Context: an optimization exercise on an open-source flow, tuned for a short achievable clock period and few clock cycles. The choices shown serve that exercise and are no tape-out recipe. Function was checked by simulation only, so behaviour that the tests miss may differ from the original. Power and IR drop assume default switching activity.

==> inputs of job 7830 <==
// rv32i
module rv32i(
   input clk,
	input reset,
   input  [31:0] inst_rdata,
   output [31:0] inst_addr,
   input [31:0] data_rdata,
   output [31:0] data_addr,
   output [31:0] data_wdata,
   output [3:0] data_we,
   output trap
);
export LEC_CHECK = 0
export CAP_MARGIN = 20
export CORE_MARGIN = 2
export CORE_UTILIZATION = 40
export SETUP_SLACK_MARGIN = 0.3
export SLEW_MARGIN = 20
create_clock -name core_clock -period 11.0 [get_ports {clk}]
standard.sh (not shown) runs the stock make flow with config.mk's settings and CLKGATE_MAP_FILE= SYNTH_SCRIPT=/design/flow/synth_recipe.tcl, a recipe that flattens the netlist after the stock synthesis.
==> flow/flow/run.sh <==
#!/bin/bash
# Own layout flow: the standard layout, with the standard synthesis run
# unchanged, and the later steps run with
#  - port buffers of a plain buffer cell (buf_8) instead of the one
#    buffer_ports picks by itself (a clkdlybuf4s50 delay cell).
set -euo pipefail
MARGIN=7.6
PORTBUF=sky130_fd_sc_hd__buf_8

# 1. standard synthesis, unchanged
bash standard.sh synth > synth.log 2>&1

# 2. floorplan to final layout
sed "s|\"\${@:-finish}\"|SETUP_SLACK_MARGIN=$MARGIN BUFFER_PORTS_ARGS=\"-buffer_cell $PORTBUF\" \"\${@:-finish}\"|" standard.sh > standard_margin.sh
grep -q "SETUP_SLACK_MARGIN=$MARGIN BUFFER_PORTS_ARGS=" standard_margin.sh
bash standard_margin.sh finish > layout.log 2>&1
test -f out/final.def
==> job 7103: changes against job 7830 <==
--- a/flow/design.v
+++ b/flow/design.v
@@ -47,23 +47,21 @@
     input [31:0] a, b,
     input sub,           
     input arith,         
     input sel_add, sel_sll, sel_sr, sel_slt, sel_xor, sel_or, sel_and,
     input lt,            
     output [31:0] sum,
     output [31:0] result
 );
-wire [31:0] sum_a = a + b;
-wire [31:0] sum_s = a - b;
-assign sum = sub ? sum_s : sum_a;
+wire [31:0] bb = sub ? ~b : b;
+assign sum = a + bb + {31'b0, sub};
 wire [31:0] sll = a << b[4:0];
 wire [32:0] sr = $signed({arith & a[31], a}) >>> b[4:0];
-assign result = ({32{sel_add & ~sub}} & sum_a) |
-                ({32{sub}} & sum_s) |
+assign result = ({32{sel_add}} & sum) |
                 ({32{sel_sll}} & sll) |
                 ({32{sel_sr}}  & sr[31:0]) |
                 ({32{sel_slt}} & {31'b0, lt}) |
                 ({32{sel_xor}} & (a ^ b)) |
                 ({32{sel_or}}  & (a | b)) |
                 ({32{sel_and}} & (a & b));
 endmodule
 `timescale 1ns / 1ps
@@ -185,22 +183,21 @@
    output [31:0] data_addr,
    output [31:0] data_wdata,
    output [3:0] data_we,
    output trap
 );
 reg [31:0] pc_f;
 reg [29:0] pc_btb;   
 reg [7:0] btb_v;
-localparam TAGW = 10;   
-reg [TAGW-1:0] btb_tag [0:7];
+reg [29:0] btb_tag [0:7];
 reg [29:0] btb_tgt [0:7];
 reg upd_br, upd_jal, upd_eq, upd_lt, upd_f2, upd_f0, upd_pbtb;
 reg [2:0] upd_idx;
-reg [TAGW-1:0] upd_tag;
+reg [29:0] upd_tag;
 reg [29:0] upd_tgt;
 reg valid_d;
 reg [31:0] ir_d;
 reg [31:0] pc_d;
 reg pred_d;
 reg is_load_d, is_store_d, is_branch_d, is_jal_d, is_jalr_d, is_sys_d, is_addi_d;
 reg uses_rs1_d, uses_rs2_d, wen_d;
 reg a_pc_d, a_zero_d, b_imm_d;
@@ -212,17 +209,16 @@
 reg [4:0] rd_e;
 reg wen_e, is_load_e, is_store_e, is_branch_e, is_jal_e, is_jalr_e, auipc_e, fused_e, addi_e;
 reg pred_e, pred_btb_e;
 reg [2:0] funct3_e;
 reg sub_e, arith_e, cmp_un_e;
 reg sel_add_e, sel_sll_e, sel_sr_e, sel_slt_e, sel_xor_e, sel_or_e, sel_and_e, sel_link_e;
 reg [31:0] pc_e, link_e, alt_e, target_e;
 reg trap_e;
-reg trap_m;   
 reg br_inv_e;
 reg kill_e;
 reg wen_m, is_load_m;
 reg [4:0] rd_m;
 reg [31:0] result_mb;   
 reg [11:0] ld_sel_m;
 reg [29:0] daddr_m;
 reg [3:0] dwe_m;
@@ -232,17 +228,17 @@
 reg [31:0] value_w;     
 assign inst_addr = pc_f;
 wire [7:0] btb_hits;
 wire [29:0] btb_sel [0:8];
 assign btb_sel[0] = 30'b0;
 genvar bi;
 generate
 	for (bi = 0; bi < 8; bi = bi + 1) begin : btb_cmp
-		assign btb_hits[bi] = btb_v[bi] & (btb_tag[bi] == pc_btb[TAGW-1:0]);
+		assign btb_hits[bi] = btb_v[bi] & (btb_tag[bi] == pc_btb);
 		assign btb_sel[bi+1] = btb_sel[bi] | ({30{btb_hits[bi]}} & btb_tgt[bi]);
 	end
 endgenerate
 wire btb_hit = |btb_hits;
 wire [31:0] btb_target = {btb_sel[8], 2'b00};
 wire is_load_f, is_store_f, is_branch_f, is_jal_f, is_jalr_f, is_sys_f, is_addi_f;
 wire uses_rs1_f, uses_rs2_f, wen_f;
 wire i_type_f, s_type_f, b_type_f, u_type_f, j_type_f;
@@ -294,17 +290,17 @@
 wire stall = valid_d & is_load_x & ((uses_rs1_d & e_dep1) | (uses_rs2_d & e_dep2));
 wire fuse_d = is_jalr_d & auipc_e & ~kill_e & e_dep1;
 wire [31:0] target_jr = target_e + imm_d;
 wire bz_d = addi_e & ((bz_rs1_d & e_dep1) | (bz_rs2_d & e_dep2));
 wire addi_zero_e = (opa_e ^ opb_e) == {opa_e[30:0] | opb_e[30:0], 1'b0};
 wire bz_taken_d = addi_zero_e ^ funct3_d[0];
 wire static_taken_d = bz_d ? bz_taken_d : (is_jal_d | (is_branch_d & ir_d[31]));
 wire redirect_tk_d = ~pred_d & static_taken_d;
-wire redirect_nt_d = pred_d & ((bz_d & ~bz_taken_d) | ~(is_branch_d | is_jal_d));
+wire redirect_nt_d = pred_d & bz_d & ~bz_taken_d;
 wire redirect_d = valid_d & ~stall & (redirect_tk_d | redirect_nt_d | (~pred_d & fuse_d));
 wire pred_taken_d = bz_d ? bz_taken_d : (pred_d | redirect_d);
 wire [31:0] a_e = opa_e;
 wire [31:0] b_e = opb_e;
 wire [31:0] s_e = sd_e;
 wire br_eq, br_lt;
 branchcomp i_branchcomp (
    .a(a_e), .b(b_e), .br_un(cmp_un_e),
@@ -316,33 +312,32 @@
    .sel_xor(sel_xor_e), .sel_or(sel_or_e), .sel_and(sel_and_e),
    .lt(br_lt),
    .sum(sum_e), .result(alu_e));
 wire [31:0] addr_e = a_e + imm_e;
 wire [31:0] result_e = alu_e | ({32{sel_link_e}} & link_e);
 wire cmp_e = funct3_e[2] ? br_lt : br_eq;
 wire cond_e = cmp_e ^ funct3_e[0];
 wire taken_e = is_jal_x | (is_branch_x & cond_e);
-wire tgt_bad_e = (is_branch_x | is_jal_x) & pred_btb_e & pred_e & (pc_d[31:2] != target_e[31:2]);
-wire mispredict = (is_branch_x & (cmp_e ^ br_inv_e)) | (is_jalr_x & ~fused_e) | tgt_bad_e;
-wire [31:0] mp_pc = tgt_bad_e ? pc_e : is_jalr_e ? {addr_e[31:1], 1'b0} : alt_e;
+wire mispredict = (is_branch_x & (cmp_e ^ br_inv_e)) | (is_jalr_x & ~fused_e);
+wire [31:0] mp_pc = is_jalr_e ? {addr_e[31:1], 1'b0} : alt_e;
 wire [31:0] st_wdata;
 wire [3:0] st_we;
 wire [31:0] ld_data;
 wire [11:0] ld_sel_e;
 loadstoreunit i_lsu (
    .st_funct3(funct3_e), .st_addr(addr_e[1:0]), .st_data(s_e), .st_en(is_store_x),
    .st_wdata(st_wdata), .st_we(st_we),
    .ld_funct3(funct3_e), .ld_addr(addr_e[1:0]), .ld_sel_next(ld_sel_e),
    .ld_sel(ld_sel_m), .data_rdata(data_rdata),
    .ld_data(ld_data));
 assign data_addr = {daddr_m, 2'b00};
 assign data_we = dwe_m;
 assign data_wdata = dwdata_m;
-assign trap = trap_m;
+assign trap = trap_e;
 wire go_d = valid_d & ~stall;
 wire upd_cond = (upd_f2 ? upd_lt : upd_eq) ^ upd_f0;
 wire upd_set = upd_jal | (upd_br & upd_cond);
 wire upd_clr = upd_br & ~upd_cond & upd_pbtb;
 wire [31:0] pc_next = mispredict ? mp_pc :
                       stall ? pc_f :
                       redirect_d ? (fuse_d ? {target_jr[31:1], 1'b0} : redirect_nt_d ? link_d : target_d) :
                       btb_hit ? btb_target :
@@ -359,17 +354,17 @@
 		upd_jal <= is_jal_x;
 	end
 	upd_eq <= br_eq;
 	upd_lt <= br_lt;
 	upd_f2 <= funct3_e[2];
 	upd_f0 <= funct3_e[0];
 	upd_pbtb <= pred_btb_e;
 	upd_idx <= pc_e[4:2];
-	upd_tag <= pc_e[TAGW+1:2];
+	upd_tag <= pc_e[31:2];
 	upd_tgt <= target_e[31:2];
 	if (reset) btb_v <= 8'b0;
 	else if (upd_set) btb_v[upd_idx] <= 1'b1;
 	else if (upd_clr) btb_v[upd_idx] <= 1'b0;
 	if (upd_set) begin
 		btb_tag[upd_idx] <= upd_tag;
 		btb_tgt[upd_idx] <= upd_tgt;
 	end
@@ -425,17 +420,17 @@
 		is_load_e <= is_load_d;
 		is_store_e <= is_store_d;
 		is_branch_e <= is_branch_d;
 		is_jal_e <= is_jal_d;
 		is_jalr_e <= is_jalr_d;
 		auipc_e <= a_pc_d;
 		fused_e <= fuse_d;
 		addi_e <= is_addi_d;
-		trap_e <= is_sys_d;
+		trap_e <= is_sys_d & ~mispredict;
 	end
 	begin
 		opa_e <= (uses_rs1_d & e_dep1) ? result_e : a_zero_d ? 32'b0 : a_pc_d ? pc_d : rs1_val;
 		opb_e <= (~b_imm_d & e_dep2) ? result_e : b_imm_d ? imm_d : rs2_val;
 		sd_e <= e_dep2 ? result_e : rs2_val;
 		imm_e <= imm_d;
 		rd_e <= rd_d;
 		pred_e <= pred_taken_d;
@@ -453,30 +448,28 @@
 		sel_or_e <= sel_or_d;
 		sel_and_e <= sel_and_d;
 		sel_link_e <= sel_link_d;
 		pc_e <= pc_d;
 		link_e <= link_d;
 		alt_e <= pred_taken_d ? link_d : target_d;
 		target_e <= target_d;
 	end
-	if (reset) trap_m <= 1'b0;
-	else trap_m <= trap_e & ~kill_e;
 	if (reset) begin
 		wen_m <= 1'b0;
 		is_load_m <= 1'b0;
 		dwe_m <= 4'b0;
 	end else begin
 		wen_m <= wen_x;
 		is_load_m <= is_load_x;
 		dwe_m <= st_we;
 	end
 	rd_m <= rd_e;
-	result_mb <= result_e;
+	if (wen_x) result_mb <= result_e;
 	ld_sel_m <= ld_sel_e;
 	daddr_m <= addr_e[31:2];
 	dwdata_m <= st_wdata;
 	if (reset) wen_w <= 1'b0;
 	else wen_w <= wen_m;
 	rd_w <= rd_m;
-	value_w <= is_load_m ? ld_data : result_mb;
+	if (wen_m) value_w <= is_load_m ? ld_data : result_mb;
 end
 endmodule
==> flow/flow/run.sh (replaced) <==
#!/bin/bash
set -euo pipefail
MARGIN=7.6

# 1. standard synthesis, unchanged
bash standard.sh synth > synth.log 2>&1

# 2. floorplan to final layout, with the setup-repair margin
sed "s|\"\${@:-finish}\"|SETUP_SLACK_MARGIN=$MARGIN \"\${@:-finish}\"|" standard.sh > standard_margin.sh
grep -q "SETUP_SLACK_MARGIN=$MARGIN" standard_margin.sh
bash standard_margin.sh finish > layout.log 2>&1
test -f out/final.def
==> job 4473: changes against job 7830 <==
--- a/flow/design.v
+++ b/flow/design.v
@@ -47,23 +47,21 @@
     input [31:0] a, b,
     input sub,           
     input arith,         
     input sel_add, sel_sll, sel_sr, sel_slt, sel_xor, sel_or, sel_and,
     input lt,            
     output [31:0] sum,
     output [31:0] result
 );
-wire [31:0] sum_a = a + b;
-wire [31:0] sum_s = a - b;
-assign sum = sub ? sum_s : sum_a;
+wire [31:0] bb = sub ? ~b : b;
+assign sum = a + bb + {31'b0, sub};
 wire [31:0] sll = a << b[4:0];
 wire [32:0] sr = $signed({arith & a[31], a}) >>> b[4:0];
-assign result = ({32{sel_add & ~sub}} & sum_a) |
-                ({32{sub}} & sum_s) |
+assign result = ({32{sel_add}} & sum) |
                 ({32{sel_sll}} & sll) |
                 ({32{sel_sr}}  & sr[31:0]) |
                 ({32{sel_slt}} & {31'b0, lt}) |
                 ({32{sel_xor}} & (a ^ b)) |
                 ({32{sel_or}}  & (a | b)) |
                 ({32{sel_and}} & (a & b));
 endmodule
 `timescale 1ns / 1ps
@@ -117,17 +115,17 @@
 assign ld_data = {byte3, byte2, byte1, byte0};
 endmodule
 `timescale 1ns / 1ps
 module controlunit(
 	input [4:0] opcode,
 	input [2:0] funct3,
 	input funct7,
 	input [4:0] rd,
-	output is_load, is_store, is_branch, is_jal, is_jalr, is_sys, is_addi,
+	output is_load, is_store, is_branch, is_jal, is_jalr, is_sys,
 	output uses_rs1, uses_rs2,
 	output wen,
 	output i_type, s_type, b_type, u_type, j_type,
 	output a_pc, a_zero, b_imm,
 	output sub, arith, cmp_un,
 	output sel_add, sel_sll, sel_sr, sel_slt, sel_xor, sel_or, sel_and, sel_link
 );
 localparam [4:0] LOAD = 5'b00000;
@@ -146,17 +144,16 @@
 wire auipc  = opcode == AUIPC;
 wire alu_op = op | op_imm;
 assign is_load   = opcode == LOAD;
 assign is_store  = opcode == STORE;
 assign is_branch = opcode == BRANCH;
 assign is_jal    = opcode == JAL;
 assign is_jalr   = opcode == JALR;
 assign is_sys    = opcode == SYSTEM;
-assign is_addi   = op_imm & (funct3 == 3'b000);
 assign uses_rs1 = alu_op | is_load | is_store | is_branch | is_jalr;
 assign uses_rs2 = op | is_store | is_branch;
 assign wen = (alu_op | lui | auipc | is_load | is_jal | is_jalr) & (rd != 5'd0);
 assign i_type = op_imm | is_load | is_jalr;
 assign s_type = is_store;
 assign b_type = is_branch;
 assign u_type = lui | auipc;
 assign j_type = is_jal;
@@ -185,44 +182,41 @@
    output [31:0] data_addr,
    output [31:0] data_wdata,
    output [3:0] data_we,
    output trap
 );
 reg [31:0] pc_f;
 reg [29:0] pc_btb;   
 reg [7:0] btb_v;
-localparam TAGW = 10;   
-reg [TAGW-1:0] btb_tag [0:7];
+reg [29:0] btb_tag [0:7];
 reg [29:0] btb_tgt [0:7];
 reg upd_br, upd_jal, upd_eq, upd_lt, upd_f2, upd_f0, upd_pbtb;
 reg [2:0] upd_idx;
-reg [TAGW-1:0] upd_tag;
+reg [29:0] upd_tag;
 reg [29:0] upd_tgt;
 reg valid_d;
 reg [31:0] ir_d;
 reg [31:0] pc_d;
 reg pred_d;
-reg is_load_d, is_store_d, is_branch_d, is_jal_d, is_jalr_d, is_sys_d, is_addi_d;
+reg is_load_d, is_store_d, is_branch_d, is_jal_d, is_jalr_d, is_sys_d;
 reg uses_rs1_d, uses_rs2_d, wen_d;
 reg a_pc_d, a_zero_d, b_imm_d;
 reg sub_d, arith_d, cmp_un_d;
 reg sel_add_d, sel_sll_d, sel_sr_d, sel_slt_d, sel_xor_d, sel_or_d, sel_and_d, sel_link_d;
 reg [31:0] imm_d;
-reg bz_rs1_d, bz_rs2_d;   
 reg [31:0] opa_e, opb_e, sd_e, imm_e;
 reg [4:0] rd_e;
-reg wen_e, is_load_e, is_store_e, is_branch_e, is_jal_e, is_jalr_e, auipc_e, fused_e, addi_e;
+reg wen_e, is_load_e, is_store_e, is_branch_e, is_jal_e, is_jalr_e, auipc_e, fused_e;
 reg pred_e, pred_btb_e;
 reg [2:0] funct3_e;
 reg sub_e, arith_e, cmp_un_e;
 reg sel_add_e, sel_sll_e, sel_sr_e, sel_slt_e, sel_xor_e, sel_or_e, sel_and_e, sel_link_e;
 reg [31:0] pc_e, link_e, alt_e, target_e;
 reg trap_e;
-reg trap_m;   
 reg br_inv_e;
 reg kill_e;
 reg wen_m, is_load_m;
 reg [4:0] rd_m;
 reg [31:0] result_mb;   
 reg [11:0] ld_sel_m;
 reg [29:0] daddr_m;
 reg [3:0] dwe_m;
@@ -232,32 +226,32 @@
 reg [31:0] value_w;     
 assign inst_addr = pc_f;
 wire [7:0] btb_hits;
 wire [29:0] btb_sel [0:8];
 assign btb_sel[0] = 30'b0;
 genvar bi;
 generate
 	for (bi = 0; bi < 8; bi = bi + 1) begin : btb_cmp
-		assign btb_hits[bi] = btb_v[bi] & (btb_tag[bi] == pc_btb[TAGW-1:0]);
+		assign btb_hits[bi] = btb_v[bi] & (btb_tag[bi] == pc_btb);
 		assign btb_sel[bi+1] = btb_sel[bi] | ({30{btb_hits[bi]}} & btb_tgt[bi]);
 	end
 endgenerate
 wire btb_hit = |btb_hits;
 wire [31:0] btb_target = {btb_sel[8], 2'b00};
-wire is_load_f, is_store_f, is_branch_f, is_jal_f, is_jalr_f, is_sys_f, is_addi_f;
+wire is_load_f, is_store_f, is_branch_f, is_jal_f, is_jalr_f, is_sys_f;
 wire uses_rs1_f, uses_rs2_f, wen_f;
 wire i_type_f, s_type_f, b_type_f, u_type_f, j_type_f;
 wire a_pc_f, a_zero_f, b_imm_f;
 wire sub_f, arith_f, cmp_un_f;
 wire sel_add_f, sel_sll_f, sel_sr_f, sel_slt_f, sel_xor_f, sel_or_f, sel_and_f, sel_link_f;
 controlunit i_cont (
 	.opcode(inst_rdata[6:2]), .funct3(inst_rdata[14:12]), .funct7(inst_rdata[30]), .rd(inst_rdata[11:7]),
 	.is_load(is_load_f), .is_store(is_store_f), .is_branch(is_branch_f),
-	.is_jal(is_jal_f), .is_jalr(is_jalr_f), .is_sys(is_sys_f), .is_addi(is_addi_f),
+	.is_jal(is_jal_f), .is_jalr(is_jalr_f), .is_sys(is_sys_f),
 	.uses_rs1(uses_rs1_f), .uses_rs2(uses_rs2_f), .wen(wen_f),
 	.i_type(i_type_f), .s_type(s_type_f), .b_type(b_type_f), .u_type(u_type_f), .j_type(j_type_f),
 	.a_pc(a_pc_f), .a_zero(a_zero_f), .b_imm(b_imm_f),
 	.sub(sub_f), .arith(arith_f), .cmp_un(cmp_un_f),
 	.sel_add(sel_add_f), .sel_sll(sel_sll_f), .sel_sr(sel_sr_f), .sel_slt(sel_slt_f),
 	.sel_xor(sel_xor_f), .sel_or(sel_or_f), .sel_and(sel_and_f), .sel_link(sel_link_f));
 wire [31:0] imm_f;
 immgen i_imm (
@@ -289,24 +283,18 @@
 wire [31:0] m_val = is_load_m ? ld_data : result_mb;
 wire [31:0] rs1_val = m_hit1 ? m_val : w_hit1 ? value_w : rf1;
 wire [31:0] rs2_val = m_hit2 ? m_val : w_hit2 ? value_w : rf2;
 wire e_dep1 = wen_x & (rd_e == rs1_d);
 wire e_dep2 = wen_x & (rd_e == rs2_d);
 wire stall = valid_d & is_load_x & ((uses_rs1_d & e_dep1) | (uses_rs2_d & e_dep2));
 wire fuse_d = is_jalr_d & auipc_e & ~kill_e & e_dep1;
 wire [31:0] target_jr = target_e + imm_d;
-wire bz_d = addi_e & ((bz_rs1_d & e_dep1) | (bz_rs2_d & e_dep2));
-wire addi_zero_e = (opa_e ^ opb_e) == {opa_e[30:0] | opb_e[30:0], 1'b0};
-wire bz_taken_d = addi_zero_e ^ funct3_d[0];
-wire static_taken_d = bz_d ? bz_taken_d : (is_jal_d | (is_branch_d & ir_d[31]));
-wire redirect_tk_d = ~pred_d & static_taken_d;
-wire redirect_nt_d = pred_d & ((bz_d & ~bz_taken_d) | ~(is_branch_d | is_jal_d));
-wire redirect_d = valid_d & ~stall & (redirect_tk_d | redirect_nt_d | (~pred_d & fuse_d));
-wire pred_taken_d = bz_d ? bz_taken_d : (pred_d | redirect_d);
+wire redirect_d = valid_d & ~pred_d & ~stall & (is_jal_d | (is_branch_d & ir_d[31]) | fuse_d);
+wire pred_taken_d = pred_d | redirect_d;
 wire [31:0] a_e = opa_e;
 wire [31:0] b_e = opb_e;
 wire [31:0] s_e = sd_e;
 wire br_eq, br_lt;
 branchcomp i_branchcomp (
    .a(a_e), .b(b_e), .br_un(cmp_un_e),
    .br_eq(br_eq), .br_lt(br_lt));
 wire [31:0] sum_e, alu_e;
@@ -316,40 +304,39 @@
    .sel_xor(sel_xor_e), .sel_or(sel_or_e), .sel_and(sel_and_e),
    .lt(br_lt),
    .sum(sum_e), .result(alu_e));
 wire [31:0] addr_e = a_e + imm_e;
 wire [31:0] result_e = alu_e | ({32{sel_link_e}} & link_e);
 wire cmp_e = funct3_e[2] ? br_lt : br_eq;
 wire cond_e = cmp_e ^ funct3_e[0];
 wire taken_e = is_jal_x | (is_branch_x & cond_e);
-wire tgt_bad_e = (is_branch_x | is_jal_x) & pred_btb_e & pred_e & (pc_d[31:2] != target_e[31:2]);
-wire mispredict = (is_branch_x & (cmp_e ^ br_inv_e)) | (is_jalr_x & ~fused_e) | tgt_bad_e;
-wire [31:0] mp_pc = tgt_bad_e ? pc_e : is_jalr_e ? {addr_e[31:1], 1'b0} : alt_e;
+wire mispredict = (is_branch_x & (cmp_e ^ br_inv_e)) | (is_jalr_x & ~fused_e);
+wire [31:0] mp_pc = is_jalr_e ? {addr_e[31:1], 1'b0} : alt_e;
 wire [31:0] st_wdata;
 wire [3:0] st_we;
 wire [31:0] ld_data;
 wire [11:0] ld_sel_e;
 loadstoreunit i_lsu (
    .st_funct3(funct3_e), .st_addr(addr_e[1:0]), .st_data(s_e), .st_en(is_store_x),
    .st_wdata(st_wdata), .st_we(st_we),
    .ld_funct3(funct3_e), .ld_addr(addr_e[1:0]), .ld_sel_next(ld_sel_e),
    .ld_sel(ld_sel_m), .data_rdata(data_rdata),
    .ld_data(ld_data));
 assign data_addr = {daddr_m, 2'b00};
 assign data_we = dwe_m;
 assign data_wdata = dwdata_m;
-assign trap = trap_m;
+assign trap = trap_e;
 wire go_d = valid_d & ~stall;
 wire upd_cond = (upd_f2 ? upd_lt : upd_eq) ^ upd_f0;
 wire upd_set = upd_jal | (upd_br & upd_cond);
 wire upd_clr = upd_br & ~upd_cond & upd_pbtb;
 wire [31:0] pc_next = mispredict ? mp_pc :
                       stall ? pc_f :
-                      redirect_d ? (fuse_d ? {target_jr[31:1], 1'b0} : redirect_nt_d ? link_d : target_d) :
+                      redirect_d ? (fuse_d ? {target_jr[31:1], 1'b0} : target_d) :
                       btb_hit ? btb_target :
                       pc_f + 32'd4;
 always @(posedge clk) begin
 	if (reset) pc_f <= 32'b0;
 	else pc_f <= pc_next;
 	pc_btb <= pc_next[31:2];
 	if (reset) begin
 		upd_br <= 1'b0;
@@ -359,17 +346,17 @@
 		upd_jal <= is_jal_x;
 	end
 	upd_eq <= br_eq;
 	upd_lt <= br_lt;
 	upd_f2 <= funct3_e[2];
 	upd_f0 <= funct3_e[0];
 	upd_pbtb <= pred_btb_e;
 	upd_idx <= pc_e[4:2];
-	upd_tag <= pc_e[TAGW+1:2];
+	upd_tag <= pc_e[31:2];
 	upd_tgt <= target_e[31:2];
 	if (reset) btb_v <= 8'b0;
 	else if (upd_set) btb_v[upd_idx] <= 1'b1;
 	else if (upd_clr) btb_v[upd_idx] <= 1'b0;
 	if (upd_set) begin
 		btb_tag[upd_idx] <= upd_tag;
 		btb_tgt[upd_idx] <= upd_tgt;
 	end
@@ -379,17 +366,16 @@
 		ir_d <= inst_rdata;
 		pc_d <= pc_f;
 		pred_d <= btb_hit;
 		is_load_d <= is_load_f;
 		is_store_d <= is_store_f;
 		is_branch_d <= is_branch_f;
 		is_jal_d <= is_jal_f;
 		is_jalr_d <= is_jalr_f;
-		is_addi_d <= is_addi_f;
 		is_sys_d <= is_sys_f;
 		uses_rs1_d <= uses_rs1_f;
 		uses_rs2_d <= uses_rs2_f;
 		wen_d <= wen_f;
 		a_pc_d <= a_pc_f;
 		a_zero_d <= a_zero_f;
 		b_imm_d <= b_imm_f;
 		sub_d <= sub_f;
@@ -399,43 +385,39 @@
 		sel_sll_d <= sel_sll_f;
 		sel_sr_d <= sel_sr_f;
 		sel_slt_d <= sel_slt_f;
 		sel_xor_d <= sel_xor_f;
 		sel_or_d <= sel_or_f;
 		sel_and_d <= sel_and_f;
 		sel_link_d <= sel_link_f;
 		imm_d <= imm_f;
-		bz_rs1_d <= is_branch_f & (inst_rdata[14:13] == 2'b00) & (inst_rdata[24:20] == 5'd0);
-		bz_rs2_d <= is_branch_f & (inst_rdata[14:13] == 2'b00) & (inst_rdata[19:15] == 5'd0) & (inst_rdata[24:20] != 5'd0);
 	end
 	if (reset | ~go_d) begin
 		wen_e <= 1'b0;
 		is_load_e <= 1'b0;
 		is_store_e <= 1'b0;
 		is_branch_e <= 1'b0;
 		is_jal_e <= 1'b0;
 		is_jalr_e <= 1'b0;
 		auipc_e <= 1'b0;
 		fused_e <= 1'b0;
-		addi_e <= 1'b0;
 		trap_e <= 1'b0;
 		kill_e <= 1'b0;
 	end else begin
 		kill_e <= mispredict;
 		wen_e <= wen_d;
 		is_load_e <= is_load_d;
 		is_store_e <= is_store_d;
 		is_branch_e <= is_branch_d;
 		is_jal_e <= is_jal_d;
 		is_jalr_e <= is_jalr_d;
 		auipc_e <= a_pc_d;
 		fused_e <= fuse_d;
-		addi_e <= is_addi_d;
-		trap_e <= is_sys_d;
+		trap_e <= is_sys_d & ~mispredict;
 	end
 	begin
 		opa_e <= (uses_rs1_d & e_dep1) ? result_e : a_zero_d ? 32'b0 : a_pc_d ? pc_d : rs1_val;
 		opb_e <= (~b_imm_d & e_dep2) ? result_e : b_imm_d ? imm_d : rs2_val;
 		sd_e <= e_dep2 ? result_e : rs2_val;
 		imm_e <= imm_d;
 		rd_e <= rd_d;
 		pred_e <= pred_taken_d;
@@ -453,30 +435,28 @@
 		sel_or_e <= sel_or_d;
 		sel_and_e <= sel_and_d;
 		sel_link_e <= sel_link_d;
 		pc_e <= pc_d;
 		link_e <= link_d;
 		alt_e <= pred_taken_d ? link_d : target_d;
 		target_e <= target_d;
 	end
-	if (reset) trap_m <= 1'b0;
-	else trap_m <= trap_e & ~kill_e;
 	if (reset) begin
 		wen_m <= 1'b0;
 		is_load_m <= 1'b0;
 		dwe_m <= 4'b0;
 	end else begin
 		wen_m <= wen_x;
 		is_load_m <= is_load_x;
 		dwe_m <= st_we;
 	end
 	rd_m <= rd_e;
-	result_mb <= result_e;
+	if (wen_x) result_mb <= result_e;
 	ld_sel_m <= ld_sel_e;
 	daddr_m <= addr_e[31:2];
 	dwdata_m <= st_wdata;
 	if (reset) wen_w <= 1'b0;
 	else wen_w <= wen_m;
 	rd_w <= rd_m;
-	value_w <= is_load_m ? ld_data : result_mb;
+	if (wen_m) value_w <= is_load_m ? ld_data : result_mb;
 end
 endmodule
==> summary.txt <==
Portion of total power attributed to the clock network: job 7830 37.2%; job 7103 39.5%; job 4473 39.5%
GRT Util Overall: job 7830 30.12%; job 7103 29.54%; job 4473 29.52%
Number of antenna repair diodes: job 7830 15; job 7103 20; job 4473 34
Buffering overhead: job 7830 8.711%; job 7103 6.782%; job 4473 7.310%
Met1 track demand over resource: job 7830 38.67%; job 7103 38.07%; job 4473 40.42%
Clock buffer instance count of the final layout: job 7830 247; job 7103 309; job 4473 300
Latest clock arrival within the worst-skew pair: job 7830 0.91 ns; job 7103 0.89 ns; job 4473 0.92 ns
Layout cells sized above 1: job 7830 36.08%; job 7103 32.57%; job 4473 33.52%
Count of non-CTS inverters in the layout: job 7830 214; job 7103 185; job 4473 167
Critical path capture point: job 7830 opb_e[24]; job 7103 pc_f[20]; job 4473 opb_e[24]
Pwr Total: job 7830 19.72 mW; job 7103 20.13 mW; job 4473 20.13 mW
Share of power burned in combinational logic: job 7830 17.7%; job 7103 14.1%; job 4473 14.0%
Sequential element share of the synthesized area: job 7830 56.89%; job 7103 58.11%; job 4473 58.79%
Clock-pin slew of the registers on the worst-case setup and hold paths: job 7830 0.07 ns; job 7103 0.06 ns; job 4473 0.06 ns
Status: job 7830 complete, no violations; job 7103 complete, no violations; job 4473 complete, no violations
Testbench counts of job 7830, summed over its fixed seeds: cycles 137,625.
Testbench counts of job 7103, summed over its fixed seeds: cycles 137,561.
Testbench counts of job 4473, summed over its fixed seeds: cycles 139,412.

port drivers added, routing unchanged:
No port has a modelled driver above. Below, the same layouts with a new extraction and two added sets of constraints.
Step 1, drivers: a clkbuf_16 drives clk and a buf_2 each remaining input, both assumed.
Step 2 adds t to the input delays and takes it off the output delays; t is the mean of the earliest and latest rising clock arrival at the registers after step 1. Input paths then give back, and output paths get back, about the clock's delay inside the block.
Three values: ideal, step 1, step 2; two values: the first two.
run	t (ns)	slack for setup (ns)	cell pins on the clock port's net
job 7830	0.948	6.852 / 6.852 / 6.498	1
job 7103	0.956	7.095 / 7.095 / 6.383	1
job 4473	0.962	7.288 / 7.267 / 6.587	1
After both steps every run listed still meets setup and hold. For job 7103, which loses most, drivers alone change the setup slack by 0.000 ns; drivers and shift together by -0.712 ns.
